What follows belongs to an exercise in optimizing a design on an open flow for small area and a short achievable clock period; a production flow would make more cautious choices. The RTL was checked by simulation tests, not by an equivalence proof against the original design.

==> indigo <==
// ExecBackend
module ExecBackend
(input clk, input rst, input flush,
input fxu0_valid, input [3:0] fxu0_rob_idx, input [3:0] fxu0_opcode, input [7:0] fxu0_imm,
input [3:0] fxu0_a_owner, input [3:0] fxu0_b_owner, input [15:0] fxu0_a_value, input [15:0] fxu0_b_value,
input fxu0_a_ready, input fxu0_b_ready,
input fxu1_valid, input [3:0] fxu1_rob_idx, input [3:0] fxu1_opcode, input [7:0] fxu1_imm,
input [3:0] fxu1_a_owner, input [3:0] fxu1_b_owner, input [15:0] fxu1_a_value, input [15:0] fxu1_b_value,
input fxu1_a_ready, input fxu1_b_ready,
input br_valid, input [3:0] br_rob_idx, input [3:0] br_opcode,
input [3:0] br_a_owner, input [3:0] br_b_owner, input [15:0] br_a_value, input [15:0] br_b_value,
input br_a_ready, input br_b_ready,
input lsu_cdb_valid, input [3:0] lsu_cdb_index, input [15:0] lsu_cdb_value,
output fxu0_full, output fxu1_full, output br_full,
output fxu0_cdb_valid, output [3:0] fxu0_cdb_index, output [15:0] fxu0_cdb_value,
output fxu1_cdb_valid, output [3:0] fxu1_cdb_index, output [15:0] fxu1_cdb_value,
output br_cdb_valid, output [3:0] br_cdb_index, output [15:0] br_cdb_target
);
Settings: LEC_CHECK=0, CAP_MARGIN=20, CORE_MARGIN=2, CORE_UTILIZATION=40, SETUP_SLACK_MARGIN=2.5, SLEW_MARGIN=20; clock period 5.5 ns.
run.sh (not shown) runs the stock make flow with config.mk's settings and CLKGATE_MAP_FILE= SYNTH_SCRIPT=/design/flow/synth_recipe.tcl, a recipe that flattens the netlist after the stock synthesis.
==> fjord (differences from indigo) <==
--- a/flow/design.v
+++ b/flow/design.v
@@ -1,16 +1,16 @@
 `timescale 1ps/1ps
 module ReservationStation(input clk, input rst,
     input wen, input flush,
     input [3:0] instr_index, input [3:0] instr_opcode, input [7:0] instr_i,
     input [3:0] in_op1, input [3:0] in_op2, input [15:0] in_val1, input [15:0] in_val2,
     input is_val_op1, input is_val_op2,
     output is_full,
-    output iss_valid, output [3:0] iss_index, output [2:0] iss_kind,
-    output [15:0] iss_val1, output [15:0] iss_val2,
+    output iss_valid, output [3:0] iss_index,
+    output [15:0] iss_a, output [15:0] iss_b, output iss_cin,
     input [3:0] cdb_v, input [15:0] cdb_idx, input [63:0] cdb_val
     );
     wire op_add  = instr_opcode == 4'd0;
     wire op_sub  = instr_opcode == 4'd1;
     wire op_mov  = instr_opcode == 4'd4;
     wire op_movl = instr_opcode == 4'd5;
     wire op_movh = instr_opcode == 4'd6;
@@ -23,23 +23,22 @@
     wire [15:0] d_val2 = {in_val2[15:4], is_val_op2 ? in_val2[3:0] : in_op2};
     reg [3:0] valid;
     reg [3:0] rdy1, rdy2;
     reg [3:0] rob [0:3];
     reg [2:0] kind [0:3];
     reg [15:0] val1 [0:3];
     reg [15:0] val2 [0:3];
-    reg [3:0] iss;
     reg full_r;
     assign is_full = full_r;
     wire run = ~rst & ~flush;
     wire [3:0] free = {~valid[3] & valid[2] & valid[1] & valid[0],
                        ~valid[2] & valid[1] & valid[0],
                        ~valid[1] & valid[0],
                        ~valid[0]};
-    wire [3:0] wr = free & {4{wen & run}};
+    wire [3:0] wr = free & {4{wen & ~flush}};
     wire [3:0] rdy = valid & rdy1 & rdy2;
     wire [3:0] pick = {rdy[3] & ~rdy[2] & ~rdy[1] & ~rdy[0],
                        rdy[2] & ~rdy[1] & ~rdy[0],
                        rdy[1] & ~rdy[0],
                        rdy[0]};
     genvar n;
     generate for (n = 0; n < 4; n = n + 1) begin : e
@@ -51,55 +50,78 @@
         end
         wire [3:0] p1 = {m1[3] & ~m1[2] & ~m1[1] & ~m1[0], m1[2] & ~m1[1] & ~m1[0], m1[1] & ~m1[0], m1[0]};
         wire [3:0] p2 = {m2[3] & ~m2[2] & ~m2[1] & ~m2[0], m2[2] & ~m2[1] & ~m2[0], m2[1] & ~m2[0], m2[0]};
         wire [15:0] s1 = ({16{p1[0]}} & cdb_val[15:0]) | ({16{p1[1]}} & cdb_val[31:16]) |
                          ({16{p1[2]}} & cdb_val[47:32]) | ({16{p1[3]}} & cdb_val[63:48]);
         wire [15:0] s2 = ({16{p2[0]}} & cdb_val[15:0]) | ({16{p2[1]}} & cdb_val[31:16]) |
                          ({16{p2[2]}} & cdb_val[47:32]) | ({16{p2[3]}} & cdb_val[63:48]);
-        wire snoop1 = run & valid[n] & ~rdy1[n] & (|m1);
-        wire snoop2 = run & valid[n] & ~rdy2[n] & (|m2);
+        wire snoop1 = ~flush & ~rdy1[n] & (|m1);
+        wire snoop2 = ~flush & ~rdy2[n] & (|m2);
         always @(posedge clk) begin
             if (wr[n]) begin
                 rob[n] <= instr_index;
                 kind[n] <= d_kind;
             end
             if (wr[n]) begin
-                val1[n] <= d_val1;
+                val1[n][3:0] <= d_val1[3:0];
                 rdy1[n] <= is_val_op1;
             end else if (snoop1) begin
-                val1[n][7:0] <= s1[7:0];
-                if (kind[n][2] | (kind[n][1] & kind[n][0])) val1[n][15:8] <= s1[15:8];
+                val1[n][3:0] <= s1[3:0];
                 rdy1[n] <= 1'b1;
             end
+            if (wr[n]) val1[n][7:4] <= d_val1[7:4];
+            else if (~rdy1[n]) val1[n][7:4] <= s1[7:4];
+            if (wr[n]) val1[n][15:8] <= d_val1[15:8];
+            else if (~rdy1[n] & (kind[n][2] | (kind[n][1] & kind[n][0]))) val1[n][15:8] <= s1[15:8];
             if (wr[n]) begin
-                val2[n] <= d_val2;
+                val2[n][3:0] <= d_val2[3:0];
                 rdy2[n] <= is_val_op2;
             end else if (snoop2) begin
-                val2[n] <= s2;
+                val2[n][3:0] <= s2[3:0];
                 rdy2[n] <= 1'b1;
             end
+            if (wr[n]) val2[n][15:4] <= d_val2[15:4];
+            else if (~rdy2[n]) val2[n][15:4] <= s2[15:4];
             if (rst) valid[n] <= 1'b0;
             else if (wr[n]) valid[n] <= 1'b1;
             else if (run & pick[n]) valid[n] <= 1'b0;
         end
     end endgenerate
+    reg iv;
+    reg [3:0] hptr;
+    reg [3:0] irob;
+    reg [15:0] ia, ib;
+    reg icin;
+    wire [3:0] sel = flush ? hptr : pick;
+    wire [3:0] p_rob = ({4{sel[0]}} & rob[0]) | ({4{sel[1]}} & rob[1]) | ({4{sel[2]}} & rob[2]) | ({4{sel[3]}} & rob[3]);
+    wire [2:0] p_kind = ({3{sel[0]}} & kind[0]) | ({3{sel[1]}} & kind[1]) | ({3{sel[2]}} & kind[2]) | ({3{sel[3]}} & kind[3]);
+    wire [15:0] p_v1 = ({16{sel[0]}} & val1[0]) | ({16{sel[1]}} & val1[1]) | ({16{sel[2]}} & val1[2]) | ({16{sel[3]}} & val1[3]);
+    wire [15:0] p_v2 = ({16{sel[0]}} & val2[0]) | ({16{sel[1]}} & val2[1]) | ({16{sel[2]}} & val2[2]) | ({16{sel[3]}} & val2[3]);
+    wire p_sub = p_kind[2] & p_kind[1];
+    wire [15:0] p_a = (p_kind[2] | p_kind[1]) ? p_v1 : {8'd0, p_v1[15:8]};
+    wire [15:0] p_b = {16{p_kind[2]}} & (p_v2 ^ {16{p_sub}});
     always @(posedge clk) begin
         if (rst) begin
-            iss <= 4'd0;
+            iv <= 1'b0;
             full_r <= 1'b0;
         end else if (~flush) begin
-            iss <= pick;
+            iv <= |rdy;
             full_r <= &valid;
         end
+        if (~flush) hptr <= pick;
+        irob <= p_rob;
+        ia <= p_a;
+        ib <= p_b;
+        icin <= p_sub;
     end
-    assign iss_valid = |iss;
-    assign iss_index = ({4{iss[0]}} & rob[0]) | ({4{iss[1]}} & rob[1]) | ({4{iss[2]}} & rob[2]) | ({4{iss[3]}} & rob[3]);
-    assign iss_kind = ({3{iss[0]}} & kind[0]) | ({3{iss[1]}} & kind[1]) | ({3{iss[2]}} & kind[2]) | ({3{iss[3]}} & kind[3]);
-    assign iss_val1 = ({16{iss[0]}} & val1[0]) | ({16{iss[1]}} & val1[1]) | ({16{iss[2]}} & val1[2]) | ({16{iss[3]}} & val1[3]);
-    assign iss_val2 = ({16{iss[0]}} & val2[0]) | ({16{iss[1]}} & val2[1]) | ({16{iss[2]}} & val2[2]) | ({16{iss[3]}} & val2[3]);
+    assign iss_valid = iv;
+    assign iss_index = irob;
+    assign iss_a = ia;
+    assign iss_b = ib;
+    assign iss_cin = icin;
 endmodule
 module BranchStation(input clk, input rst,
     input wen,
     input [3:0] instr_index, input [3:0] instr_opcode,
     input [3:0] in_op1, input [3:0] in_op2, input [15:0] in_val1, input [15:0] in_val2,
     input is_val_op1, input is_val_op2,
     output is_full,
@@ -128,15 +150,15 @@
     reg [3:0] iss;
     reg full_r;
     assign is_full = full_r;
     wire [3:0] free = {~valid[3] & valid[2] & valid[1] & valid[0],
                        ~valid[2] & valid[1] & valid[0],
                        ~valid[1] & valid[0],
                        ~valid[0]};
-    wire [3:0] wr = free & {4{wen & ~rst}};
+    wire [3:0] wr = free & {4{wen}};
     wire [3:0] rdy = valid & rdy1 & rdy2;
     wire [3:0] pick = {rdy[3] & ~rdy[2] & ~rdy[1] & ~rdy[0],
                        rdy[2] & ~rdy[1] & ~rdy[0],
                        rdy[1] & ~rdy[0],
                        rdy[0]};
     genvar n;
     generate for (n = 0; n < 4; n = n + 1) begin : e
@@ -148,28 +170,30 @@
         end
         wire [3:0] p1 = {m1[3] & ~m1[2] & ~m1[1] & ~m1[0], m1[2] & ~m1[1] & ~m1[0], m1[1] & ~m1[0], m1[0]};
         wire [3:0] p2 = {m2[3] & ~m2[2] & ~m2[1] & ~m2[0], m2[2] & ~m2[1] & ~m2[0], m2[1] & ~m2[0], m2[0]};
         wire [15:0] s1 = ({16{p1[0]}} & cdb_val[15:0]) | ({16{p1[1]}} & cdb_val[31:16]) |
                          ({16{p1[2]}} & cdb_val[47:32]) | ({16{p1[3]}} & cdb_val[63:48]);
         wire sz = |(p2 & cz);
         wire sb = |(p2 & cb);
-        wire snoop1 = ~rst & valid[n] & ~rdy1[n] & (|m1);
-        wire snoop2 = ~rst & valid[n] & ~rdy2[n] & (|m2);
+        wire snoop1 = ~rdy1[n] & (|m1);
+        wire snoop2 = ~rdy2[n] & (|m2);
         always @(posedge clk) begin
             if (wr[n]) begin
                 rob[n] <= instr_index;
                 tag2[n] <= in_op2;
             end
             if (wr[n]) begin
-                val1[n] <= {in_val1[15:4], is_val_op1 ? in_val1[3:0] : in_op1};
+                val1[n][3:0] <= is_val_op1 ? in_val1[3:0] : in_op1;
                 rdy1[n] <= is_val_op1;
             end else if (snoop1) begin
-                val1[n] <= s1;
+                val1[n][3:0] <= s1[3:0];
                 rdy1[n] <= 1'b1;
             end
+            if (wr[n]) val1[n][15:4] <= in_val1[15:4];
+            else if (~rdy1[n]) val1[n][15:4] <= s1[15:4];
             if (wr[n]) begin
                 cond[n] <= d_cond;
                 rdy2[n] <= is_val_op2;
             end else if (snoop2) begin
                 cond[n][0] <= sz ? cond[n][0] : (sb ? cond[n][2] : cond[n][1]);
                 rdy2[n] <= 1'b1;
             end
@@ -191,27 +215,26 @@
     assign iss_index = ({4{iss[0]}} & rob[0]) | ({4{iss[1]}} & rob[1]) | ({4{iss[2]}} & rob[2]) | ({4{iss[3]}} & rob[3]);
     assign iss_taken = (iss[0] & cond[0][0]) | (iss[1] & cond[1][0]) | (iss[2] & cond[2][0]) | (iss[3] & cond[3][0]);
     assign iss_target = ({16{iss[0]}} & val1[0]) | ({16{iss[1]}} & val1[1]) | ({16{iss[2]}} & val1[2]) | ({16{iss[3]}} & val1[3]);
 endmodule
 `timescale 1ps/1ps
 module FXU
 (input clk, input rst, input flush,
-input [2:0] in_kind, input [3:0] in_index, input in_valid,
-input [15:0] in_va, input [15:0] in_vb,
+input [3:0] in_index, input in_valid,
+input [15:0] in_a, input [15:0] in_b, input in_cin,
 output out_valid, output [3:0] out_rob_index, output [15:0] out_return_value);
     reg m_valid;
     reg [3:0] rob_index;
     reg [15:0] result;
-    wire is_sub = in_kind[1];
     wire [15:0] sum;
-    Adder16 add (in_va, in_vb ^ {16{is_sub}}, is_sub, sum);
+    Adder16 add (in_a, in_b, in_cin, sum);
     always @(posedge clk) begin
         m_valid <= ~rst & ~flush & in_valid;
         rob_index <= in_index;
-        result <= in_kind[2] ? sum : (in_kind[1] ? in_va : {8'd0, in_va[15:8]});
+        result <= sum;
     end
     assign out_valid = m_valid;
     assign out_rob_index = rob_index;
     assign out_return_value = result;
 endmodule
 module Adder16(input [15:0] a, input [15:0] b, input cin, output [15:0] s);
     wire [15:0] p = a ^ b;
@@ -260,31 +283,31 @@
 output fxu0_cdb_valid, output [3:0] fxu0_cdb_index, output [15:0] fxu0_cdb_value,
 output fxu1_cdb_valid, output [3:0] fxu1_cdb_index, output [15:0] fxu1_cdb_value,
 output br_cdb_valid, output [3:0] br_cdb_index, output [15:0] br_cdb_target
 );
     wire [3:0] cdb_v = {br_cdb_valid, lsu_cdb_valid, fxu1_cdb_valid, fxu0_cdb_valid};
     wire [15:0] cdb_idx = {br_cdb_index, lsu_cdb_index, fxu1_cdb_index, fxu0_cdb_index};
     wire [63:0] cdb_val = {br_cdb_target, lsu_cdb_value, fxu1_cdb_value, fxu0_cdb_value};
-    wire f0_v; wire [3:0] f0_idx; wire [2:0] f0_kind; wire [15:0] f0_a, f0_b;
+    wire f0_v, f0_cin; wire [3:0] f0_idx; wire [15:0] f0_a, f0_b;
     ReservationStation fxu0_reservationstation
     (clk, rst, fxu0_valid, flush,
     fxu0_rob_idx, fxu0_opcode, fxu0_imm, fxu0_a_owner, fxu0_b_owner, fxu0_a_value, fxu0_b_value, fxu0_a_ready, fxu0_b_ready,
-    fxu0_full, f0_v, f0_idx, f0_kind, f0_a, f0_b,
+    fxu0_full, f0_v, f0_idx, f0_a, f0_b, f0_cin,
     cdb_v, cdb_idx, cdb_val);
     FXU fxu0
-    (clk, rst, flush, f0_kind, f0_idx, f0_v, f0_a, f0_b,
+    (clk, rst, flush, f0_idx, f0_v, f0_a, f0_b, f0_cin,
     fxu0_cdb_valid, fxu0_cdb_index, fxu0_cdb_value);
-    wire f1_v; wire [3:0] f1_idx; wire [2:0] f1_kind; wire [15:0] f1_a, f1_b;
+    wire f1_v, f1_cin; wire [3:0] f1_idx; wire [15:0] f1_a, f1_b;
     ReservationStation fxu1_reservationstation
     (clk, rst, fxu1_valid, flush,
     fxu1_rob_idx, fxu1_opcode, fxu1_imm, fxu1_a_owner, fxu1_b_owner, fxu1_a_value, fxu1_b_value, fxu1_a_ready, fxu1_b_ready,
-    fxu1_full, f1_v, f1_idx, f1_kind, f1_a, f1_b,
+    fxu1_full, f1_v, f1_idx, f1_a, f1_b, f1_cin,
     cdb_v, cdb_idx, cdb_val);
     FXU fxu1
-    (clk, rst, flush, f1_kind, f1_idx, f1_v, f1_a, f1_b,
+    (clk, rst, flush, f1_idx, f1_v, f1_a, f1_b, f1_cin,
     fxu1_cdb_valid, fxu1_cdb_index, fxu1_cdb_value);
     wire b_v, b_taken; wire [3:0] b_idx; wire [15:0] b_target;
     BranchStation branch_unit_reservationstation
     (clk, rst, br_valid,
     br_rob_idx, br_opcode, br_a_owner, br_b_owner, br_a_value, br_b_value, br_a_ready, br_b_ready,
     br_full, b_v, b_idx, b_taken, b_target,
     cdb_v, cdb_idx, cdb_val);
==> flow/flow/run.sh (new file) <==
#!/bin/bash
# The standard layout, except that the port buffers are plain
# sky130_fd_sc_hd__buf_2 cells instead of the delay buffers that buffer_ports
# picks by default. Every input and output port still gets its buffer, and
# timing repair may resize them as before.
set -euo pipefail
export BUFFER_PORTS_ARGS="-buffer_cell sky130_fd_sc_hd__buf_2"
bash standard.sh > standard_flow.log 2>&1
==> flow/standard.sh (new file) <==
#!/bin/bash
# synth_recipe.tcl (not shown) runs the flow's synth.tcl, then flattens the netlist and writes it again
# the make line also repeats each setting of config.mk as NAME=value (left out here)
make -C /OpenROAD-flow-scripts/flow DESIGN_CONFIG=/design/flow/config.mk WORK_HOME=/design/flow/orfs CLKGATE_MAP_FILE= SYNTH_SCRIPT=/design/flow/synth_recipe.tcl "${@:-finish}"
SETUP_SLACK_MARGIN = 3.0   (was 2.5)
TNS_END_PERCENT = 5   (was not set)
removed: flow/run.sh
==> summary.md <==
| Metric | Value |
|---|---|
| Status | `finished clean` |
| Core ar. | `between 90000 and 100000 um^2` |
| Max Freq | `roughly 280 MHz` |
| CP endpoint | `fxu0.result[15]` |
| Worst R2R Start | `fxu0_reservationstation.iss[3]` |
the above is filed under indigo

==> summary.md <==
| Metric | Value |
|---|---|
| Status | `finished clean` |
| GR Layer Usage met1 | `approximately two fifths` |
| 1st-pass router iterations | `10` |
| Ys Warns | `12` |
| Core ar. | `98100 um^2` |
| CP endpoint | `fxu1_cdb_value[3]` |
| First-pass GRT wire length | `250000 um` |
| Path type of the worst min-delay path | `reg2reg` |
the above is filed under fjord

==> port drivers added, routing unchanged <==
How much do the figures lean on ideal ports? The routed layouts below were timed once more, with nothing changed but the port constraints. Step 1 assumes that a clkbuf_16 drives the clock port and a buf_2 every other input. Step 2 also shifts input and output timing later by t, the mid clock arrival at the registers, as if the neighbouring blocks saw the same clock. Three values: ideal, step 1, step 2; two values: the first two.
| run | t (ns) | setup slack, ns | cell pins on the clock port's net |
|---|---|---|---|
| indigo | 0.703 | 1.982 / 1.982 / 1.775 | 1 |
| fjord | 0.728 | 2.765 / 2.690 / 1.989 | 1 |
After both steps every run listed still meets setup and hold. The setup slack of fjord, which loses most, moves by -0.075 ns with the drivers and by -0.776 ns with both steps.
